From an optimization exercise on the open Yosys and OpenROAD flow, aimed at a short achievable clock period and few clock cycles; shortcuts taken in it are not production practice.
The clock input has no modelled driver; a real chip could not lean on it and would need a root buffer or a full tree.
No activity file was given, so power comes from the tool's default toggle rates.

Setup of red:
==> flow/design.v <==
`timescale 1ns / 1ps
module mem_readout_top_2(
    input clk,
    input reset,
    input wire [2:0] BX,
    input [6:0] clk_cnt,
    input [2:0] BX_pipe,
    input [5:0] number_in1,
    output [5:0] read_add1,
    input [43:0] input_L1L2_1,
    input [5:0] number_in2,
    output [5:0] read_add2,
    input [43:0] input_L1L2_2,
    input [5:0] number_in3,
    output [5:0] read_add3,
    input [43:0] input_L1L2_3,
    input [5:0] number_in4,
    output [5:0] read_add4,
    input [43:0] input_L1L2_4,
    input [5:0] number_in5,
    output [5:0] read_add5,
    input [43:0] input_L3L4_1,
    input [5:0] number_in6,
    output [5:0] read_add6,
    input [43:0] input_L3L4_2,
    input [5:0] number_in7,
    output [5:0] read_add7,
    input [43:0] input_L3L4_3,
    input [5:0] number_in8,
    output [5:0] read_add8,
    input [43:0] input_L3L4_4,
    input [5:0] number_in9,
    output [5:0] read_add9,
    input [43:0] input_L5L6_1,
    input [5:0] number_in10,
    output [5:0] read_add10,
    input [43:0] input_L5L6_2,
    input [5:0] number_in11,
    output [5:0] read_add11,
    input [43:0] input_L5L6_3,
    input [5:0] number_in12,
    output [5:0] read_add12,
    input [43:0] input_L5L6_4,
    output reg [47:0] mem_dat_stream,
    output reg valid,
    output reg send_BX,
    output reg none
);
wire [5:0] num [0:11];
assign num[0] = number_in1;   assign num[1] = number_in2;
assign num[2] = number_in3;   assign num[3] = number_in4;
assign num[4] = number_in5;   assign num[5] = number_in6;
assign num[6] = number_in7;   assign num[7] = number_in8;
assign num[8] = number_in9;   assign num[9] = number_in10;
assign num[10] = number_in11; assign num[11] = number_in12;
wire [43:0] dat [0:11];
assign dat[0] = input_L1L2_1;  assign dat[1] = input_L1L2_2;
assign dat[2] = input_L1L2_3;  assign dat[3] = input_L1L2_4;
assign dat[4] = input_L3L4_1;  assign dat[5] = input_L3L4_2;
assign dat[6] = input_L3L4_3;  assign dat[7] = input_L3L4_4;
assign dat[8] = input_L5L6_1;  assign dat[9] = input_L5L6_2;
assign dat[10] = input_L5L6_3; assign dat[11] = input_L5L6_4;
reg [5:0] addr [0:11];           
assign read_add1 = addr[0];   assign read_add2 = addr[1];
assign read_add3 = addr[2];   assign read_add4 = addr[3];
assign read_add5 = addr[4];   assign read_add6 = addr[5];
assign read_add7 = addr[6];   assign read_add8 = addr[7];
assign read_add9 = addr[8];   assign read_add10 = addr[9];
assign read_add11 = addr[10]; assign read_add12 = addr[11];
function [11:0] lowest;
    input [11:0] m;
    integer j;
    reg seen;
    begin
        seen = 1'b0;
        for (j = 0; j < 12; j = j + 1) begin
            lowest[j] = m[j] & ~seen;
            seen = seen | m[j];
        end
    end
endfunction
function [3:0] code;
    input [11:0] s;
    integer j;
    begin
        code = 4'd0;
        for (j = 0; j < 12; j = j + 1)
            code = code | ({4{s[j]}} & (j[3:0] + 4'd1));
    end
endfunction
reg [11:0] act, pend;
reg [5:0]  rem [0:11];           
reg [11:0] last;                 
reg        idle;                 
wire [11:0] ne_in;
genvar g;
generate
    for (g = 0; g < 12; g = g + 1) begin : g_ne
        assign ne_in[g] = |num[g];
    end
endgenerate
wire        sw = |(act & last);              
wire [11:0] nxt = lowest(pend & ~act);       
integer n;
always @(posedge clk) begin
    if (reset) begin
        act  <= lowest(ne_in);
        pend <= ne_in;
        idle <= ~|ne_in;
    end else if (sw) begin
        act  <= nxt;
        pend <= pend & ~act;
        idle <= ~|nxt;
    end
    for (n = 0; n < 12; n = n + 1) begin
        if (reset) begin
            addr[n] <= 6'd0;
            rem[n]  <= num[n];
            last[n] <= (num[n] == 6'd1);
        end else if (act[n]) begin
            addr[n] <= addr[n] + 6'd1;
            rem[n]  <= rem[n] - 6'd1;
            last[n] <= (rem[n] == 6'd2);
        end
    end
end
reg [11:0] sel;                  
reg [3:0]  sel_code;             
reg [2:0]  hdr_bx;               
reg        dvalid;               
reg        hdr;                  
reg [43:0] mux;
integer k;
always @(*) begin
    mux = 44'd0;
    for (k = 0; k < 12; k = k + 1)
        mux = mux | ({44{sel[k]}} & dat[k]);
end
always @(posedge clk) begin
    sel      <= reset ? 12'd0 : act;
    sel_code <= reset ? 4'hF : code(act);
    hdr_bx   <= reset ? BX : 3'd0;
    hdr      <= reset;
    dvalid   <= ~reset & ~idle;
    mem_dat_stream <= {sel_code, mux[43:41] | hdr_bx, mux[40:0]};
    valid   <= ~reset & dvalid;
    send_BX <= ~reset & hdr;
    none    <= ~reset & ~hdr & idle;
end
endmodule
Settings: LEC_CHECK=0, ABC_CLOCK_PERIOD_IN_PS=1400, CAP_MARGIN=20, CORE_AREA=8 8 192 192, DIE_AREA=0 0 200 200, PLACE_DENSITY=0.6, SETUP_SLACK_MARGIN=1.6, SLEW_MARGIN=20; clock period 3.0 ns.
run.sh (not shown) runs the stock make flow with config.mk's settings and CLKGATE_MAP_FILE= SYNTH_SCRIPT=/design/flow/synth_recipe.tcl, a recipe that flattens the netlist after the stock synthesis.
red never completed; the flow aborted with a tool error in I/O pin placement (3_2_place_iop).
#### Input delta (blue over red)
- a change of DIE_AREA from 0 0 200 200 to 0 0 300 300
- a change of CORE_AREA from 8 8 192 192 to 10 10 290 290
### Flow results
- Status: red FAILED at I/O pin placement (3_2_place_iop) (tool error)
- blue: no failed stages, no open violations at the end
- From red to blue the numbers moved as follows: total number of placement rows now sits higher; post-synthesis instance area now sits at about the same level; die outline width now sits higher; post-synthesis net count now sits at about the same level.
### blue -> green
- a deleted ABC_CLOCK_PERIOD_IN_PS that had been 1400
- a deleted SETUP_SLACK_MARGIN that had been 1.6
### Flow results
After detailed routing, blue needs more wire than green. blue and green ended up with nearly the same total buffers and inverters traversed by the critical path. Looking at smallest setup slack after layout across both flows, green is the weaker of the two, with blue ahead. green: share of the clock period used by the worst path higher than blue. Going from blue to green, the actual slew at the worst max-slew pin was found to have gone up by 0.60 ns. Area of all placed cells without fillers on green is down relative to blue. Compared with blue, green shows power lower by 17%. Taking green as 1.0, blue lands at 1.11 on count of clock-buffer cells in the layout. On green: footprint of the flip-flops and latches is 3.4% lower than what blue gave. The overall routing resource usage reported for green is smaller than that of blue by 2.1 points.
No functional check of the RTL was part of any run of this note.

---

Setup of the previous run:
Another version of the RTL of mem_readout_top_2 (not shown whole).
For scale: roughly 1600 cells after synthesis, about 360 flip-flops, roughly 740 I/O pins, ~15000 um2 of cells after synthesis.
clock: 3.0 ns
lec_check: 0
abc_clock_period_in_ps: 1300
cap_margin: 20
core_area: 6 6 264 264
die_area: 0 0 270 270
place_density: 0.6
setup_slack_margin: 1.8
slew_margin: 20
standard.sh (not shown) runs the stock make flow with config.mk's settings and CLKGATE_MAP_FILE= SYNTH_SCRIPT=/design/flow/synth_recipe.tcl, a recipe that flattens the netlist after the stock synthesis.
==> flow/flow/run.sh <==
#!/bin/bash
# Standard ORFS layout with two changes: the ports get plain buffers that
# the resizer may size freely (instead of delay cells of a fixed footprint),
# and the clock tree is built by flow/mytree.tcl, hooked in before ORFS's CTS
# step. Tool output goes to standard.log.
bash standard.sh PRE_CTS_TCL="$PWD/flow/pre_cts.tcl" \
  BUFFER_PORTS_ARGS="-buffer_cell sky130_fd_sc_hd__buf_4" \
  MATCH_CELL_FOOTPRINT=0 finish > standard.log 2>&1
Other scripts of this flow, unchanged in this note and not shown: flow/flow/mytree.tcl, flow/flow/pre_cts.tcl
The previous run went all the way through the flow, and no timing, DRC or antenna check failed.
Relative to the previous run, the following input files were edited for the current run:
# the previous run
export LEC_CHECK = 0
export ABC_CLOCK_PERIOD_IN_PS = 1300
export CAP_MARGIN = 20
export CORE_AREA = 6 6 264 264
export DIE_AREA = 0 0 270 270
export PLACE_DENSITY = 0.6
export SETUP_SLACK_MARGIN = 1.8
export SLEW_MARGIN = 20
create_clock -name core_clock -period 3.0 [get_ports {clk}]
# the current run
export LEC_CHECK = 0
export ABC_CLOCK_PERIOD_IN_PS = 1300
export CAP_MARGIN = 20
export CORE_AREA = 6 6 264 264
export DIE_AREA = 0 0 270 270
export PLACE_DENSITY = 0.6
export SETUP_SLACK_MARGIN = 1.6
export SLEW_MARGIN = 20
create_clock -name core_clock -period 3.0 [get_ports {clk}]
==> summary.txt <==
- From the previous run to the current run the numbers moved as follows: final period utilization went down by 1.4 points; routed wire length went down by 10%; worst voltage drop across the vdd grid went down by about 18%; hold slack went up by 14 ps; via count went down by 5.6%.
- Taking the previous run as the reference, in the current run part of the total power dissipated in the clock network +1.4 points; clock-pin slew of the registers on the worst-case setup and hold paths ~0 delta; maximum frequency +about 2%; number of nets in the finished design -3.2%.
Function was not checked in any run of this note: the RTL went through the layout flow alone. No run of this note takes its clock network from TritonCTS; it comes from the design's own scripts or RTL.

---

== run 1 ==
Another version of the RTL of mem_readout_top_2 (not shown whole).
Size in the first run: roughly 1500 cells after synthesis, about 310 flip-flops, ~740 I/O pins.
## mem_readout_top_2
module mem_readout_top_2(
    input clk,
    input reset,
    input wire [2:0] BX,
    input [6:0] clk_cnt,
    input [2:0] BX_pipe,
    input [5:0] number_in1,
    output [5:0] read_add1,
    input [43:0] input_L1L2_1,
    input [5:0] number_in2,
    output [5:0] read_add2,
    input [43:0] input_L1L2_2,
    input [5:0] number_in3,
    output [5:0] read_add3,
    input [43:0] input_L1L2_3,
    input [5:0] number_in4,
    output [5:0] read_add4,
    input [43:0] input_L1L2_4,
    input [5:0] number_in5,
    output [5:0] read_add5,
    input [43:0] input_L3L4_1,
    input [5:0] number_in6,
    output [5:0] read_add6,
    input [43:0] input_L3L4_2,
    input [5:0] number_in7,
    output [5:0] read_add7,
    input [43:0] input_L3L4_3,
    input [5:0] number_in8,
    output [5:0] read_add8,
    input [43:0] input_L3L4_4,
    input [5:0] number_in9,
    output [5:0] read_add9,
    input [43:0] input_L5L6_1,
    input [5:0] number_in10,
    output [5:0] read_add10,
    input [43:0] input_L5L6_2,
    input [5:0] number_in11,
    output [5:0] read_add11,
    input [43:0] input_L5L6_3,
    input [5:0] number_in12,
    output [5:0] read_add12,
    input [43:0] input_L5L6_4,
    output reg [47:0] mem_dat_stream,
    output reg valid,
    output reg send_BX,
    output reg none
);
Settings: LEC_CHECK=0, ABC_CLOCK_PERIOD_IN_PS=1300, CAP_MARGIN=20, CORE_AREA=6 6 264 264, CTS_CLUSTER_DIAMETER=60, CTS_CLUSTER_SIZE=28, DIE_AREA=0 0 270 270, PLACE_DENSITY=0.6, SETUP_SLACK_MARGIN=1.6, SLEW_MARGIN=20; clock period 3.0 ns.
run.sh (not shown) runs the stock make flow with config.mk's settings and CLKGATE_MAP_FILE= SYNTH_SCRIPT=/design/flow/synth_recipe.tcl, a recipe that flattens the netlist after the stock synthesis.
Stock flow here: none of the scripts above is used.
Run 1 finished every step from synthesis to the final layout, and the layout passed the timing, DRC and antenna checks.
The inputs of run 2 differ from those of run 1 as listed below.
Settings: swapping 60 for 80 in CTS_CLUSTER_DIAMETER; swapping 28 for 20 in CTS_CLUSTER_SIZE.
--- outcome ---
- Sort run 2 and run 1 by worst setup slack, ascending, and run 2 comes first.
- Delta(part of the cycle the worst path needs, run 2 - run 1) > 0
- As far as total instance count after detailed placement goes, run 2 and run 1 are indistinguishable; the numbers are identical.
- The dominant power group comes out sequential cells in one run and clock in the other, namely in run 2 and run 1 respectively.
- Run 2 and run 1 all finish clean.
- Going from run 1 to run 2, signed area change from the synthesized netlist to the final layout shrinks by 4.4 points.
- On net switching fraction of the power: run 2 sits above run 1.
- Measured against each other, run 2 and run 1 differ in number of stages on the worst setup path, the higher figure coming from run 2.
- Run 2 ends up with a total internal power that is 1.0 mW lower than in run 1.
- Run 2 -> run 1: die height delta 0, exact match
- The all-layer global routing usage of run 1 and that of run 2 are within noise of each other.
- Multi-input gate area in the final layout on run 2 is down relative to run 1.
Setup changes, run 2 to run 3
Settings: removing CTS_CLUSTER_SIZE (formerly 20); changing SETUP_SLACK_MARGIN from 1.6 to 1.3; removing CTS_CLUSTER_DIAMETER (formerly 80).
==> flow/flow/run.sh (new file) <==
#!/bin/bash
# Standard layout; every tool's output goes to standard.log.
bash standard.sh > standard.log 2>&1
==> flow/standard.sh (new file) <==
#!/bin/bash
# synth_recipe.tcl (not shown) runs the flow's synth.tcl, then flattens the netlist and writes it again
# the make line also repeats each setting of config.mk as NAME=value (left out here)
make -C /OpenROAD-flow-scripts/flow DESIGN_CONFIG=/design/flow/config.mk WORK_HOME=/design/flow/orfs CLKGATE_MAP_FILE= SYNTH_SCRIPT=/design/flow/synth_recipe.tcl "${@:-finish}"
removed: flow/run.sh
--- outcome ---
- As far as ratio of final minimum period to clock period is concerned, run 3 and run 2 perform about the same.
- Growth of design area from synthesis to finish: run 3 lower than run 2
- Run 2 -> run 3: synthesized-area fraction occupied by xor and xnor cells delta 0, exact match
- Worst setup slack delta (run 2 -> run 3): insignificant
- For run 3, the startpoint of the worst setup timing path was number_in6[3], unlike run 2, where it was number_in7[3].
No run of this note included a check of the RTL's function; only the layout flow was run.

---

mem_readout_top_2, a different RTL version from the one above (not shown whole).
Size in the first run: ~1800 cells after synthesis, roughly 390 flip-flops, ~0.017 mm² of cells after synthesis.
Settings: LEC_CHECK=0, ABC_CLOCK_PERIOD_IN_PS=1300, CAP_MARGIN=50, CORE_AREA=6 6 264 264, DIE_AREA=0 0 270 270, PLACE_DENSITY=0.6, SETUP_SLACK_MARGIN=2.0, SLEW_MARGIN=70; clock period 3.0 ns.
standard.sh (not shown) runs the stock make flow with config.mk's settings and CLKGATE_MAP_FILE= SYNTH_SCRIPT=/design/flow/synth_recipe.tcl, a recipe that flattens the netlist after the stock synthesis.
==> flow/flow/run.sh <==
#!/bin/bash
# Standard ORFS layout with five changes:
# - synthesis and the resizer do not use the slow 3- and 4-input OR and
#   4-input NOR cells (added to the platform's don't-use list);
# - the ports get plain buffers that the resizer may size freely (instead
#   of delay cells of a fixed footprint);
# - the output word's pins are kept together on the top edge
#   (flow/pre_io.tcl, hooked in before ORFS's pin placement);
# - registers that drive only an output port's buffer are moved next to it
#   before detailed placement (flow/pre_dpl.tcl);
# - the clock tree is built by flow/mytree.tcl, hooked in before ORFS's CTS
#   step.
# Tool output goes to standard.log.
DONT_USE="$(cat flow/dont_use.txt)"
bash standard.sh PRE_CTS_TCL="$PWD/flow/pre_cts.tcl" \
  PRE_IO_PLACEMENT_TCL="$PWD/flow/pre_io.tcl" \
  PRE_DETAIL_PLACE_TCL="$PWD/flow/pre_dpl.tcl" \
  BUFFER_PORTS_ARGS="-buffer_cell sky130_fd_sc_hd__buf_4" \
  MATCH_CELL_FOOTPRINT=0 DONT_USE_CELLS="$DONT_USE" finish > standard.log 2>&1
==> flow/flow/pre_dpl.tcl <==
# Moves each register that drives only an output port's buffer next to
# that buffer (detailed placement then legalizes it).
set block [ord::get_db_block]
set moved 0
foreach bt [$block getBTerms] {
  if {[$bt getIoType] != "OUTPUT"} continue
  set net [$bt getNet]
  set buf ""
  foreach it [$net getITerms] { if {[$it isOutputSignal]} { set buf [$it getInst] } }
  if {$buf eq ""} continue
  set a [$buf findITerm A]
  if {$a eq "NULL"} continue
  set n2 [$a getNet]
  if {$n2 eq "NULL" || [llength [$n2 getITerms]] != 2} continue
  set ff ""
  foreach it [$n2 getITerms] { if {[$it isOutputSignal]} { set ff [$it getInst] } }
  if {$ff eq "" || ![[$ff getMaster] isSequential]} continue
  lassign [$buf getLocation] bx by
  $ff setLocation $bx $by
  incr moved
}
puts "pre_dpl: moved $moved output registers next to their port buffers"
Other scripts of this flow, unchanged in this note and not shown: flow/flow/dont_use.txt, flow/flow/mytree.tcl, flow/flow/pre_cts.tcl, flow/flow/pre_io.tcl
Change:
--- a/flow/flow/run.sh
+++ b/flow/flow/run.sh
@@ -2 +2 @@
-# Standard ORFS layout with five changes:
+# Standard ORFS layout with four changes:
@@ -9,2 +8,0 @@
-# - registers that drive only an output port's buffer are moved next to it
-#   before detailed placement (flow/pre_dpl.tcl);
@@ -17 +14,0 @@
-  PRE_DETAIL_PLACE_TCL="$PWD/flow/pre_dpl.tcl" \
removed: flow/flow/pre_dpl.tcl
- The new run produced a clean layout
- register-to-register slack improved by 0.06 ns
- worst setup slack improved by 0.0052 ns
- first-iteration DRC count went down by about 6%
- area after synthesis does not change
- sequential share of layout area goes up by 0.43 points
- design area came out lower by 1.6%
No run of this note included a check of the RTL's function; only the layout flow was run. In every run of this note, the design's own scripts or RTL, not TritonCTS, make the clock network.

port drivers added, routing unchanged:
How much do the figures lean on ideal ports? The routed layouts below were timed once more, with nothing changed but the port constraints.
Step 1: set_driving_cell puts a clkbuf_16 on clk and a buf_2 on each other input, an assumption about the parent block.
Step 2 moves the port delays by t, midway between the first and last clock arrival at a register: inputs arrive t later, outputs are due t later. That takes back most of the time a late clock gives input paths.
Slacks: no drivers / after step 1 / after step 2; pairs: no drivers / after step 1.
| run | t (ns) | slack for setup (ns) | pins driven straight from the clock port |
|---|---|---|---|
| blue | 0.613 | 1.107 / 1.135 / 0.523 | 1 |
| green | 0.599 | 0.667 / 0.625 / 0.099 | 1 |
| the previous run | 0.486 | 0.948 / 1.041 / 0.555 | 4 |
| the current run | 0.480 | 0.991 / 1.074 / 0.594 | 4 |
| run 1 | 0.641 | 0.910 / 0.940 / 0.299 | 1 |
| run 2 | 0.633 | 0.879 / 0.902 / 0.269 | 1 |
| run 3 | 0.618 | 0.881 / 0.909 / 0.291 | 1 |
| the first run of note 4 | 0.475 | 1.466 / 1.423 / 1.255 | 4 |
| the second run of note 4 | 0.472 | 1.471 / 1.355 / 1.353 | 4 |
After both steps setup and hold are still met in every run listed. The setup slack of run 1, which loses most, moves by +0.030 ns with the drivers and by -0.611 ns with both steps.
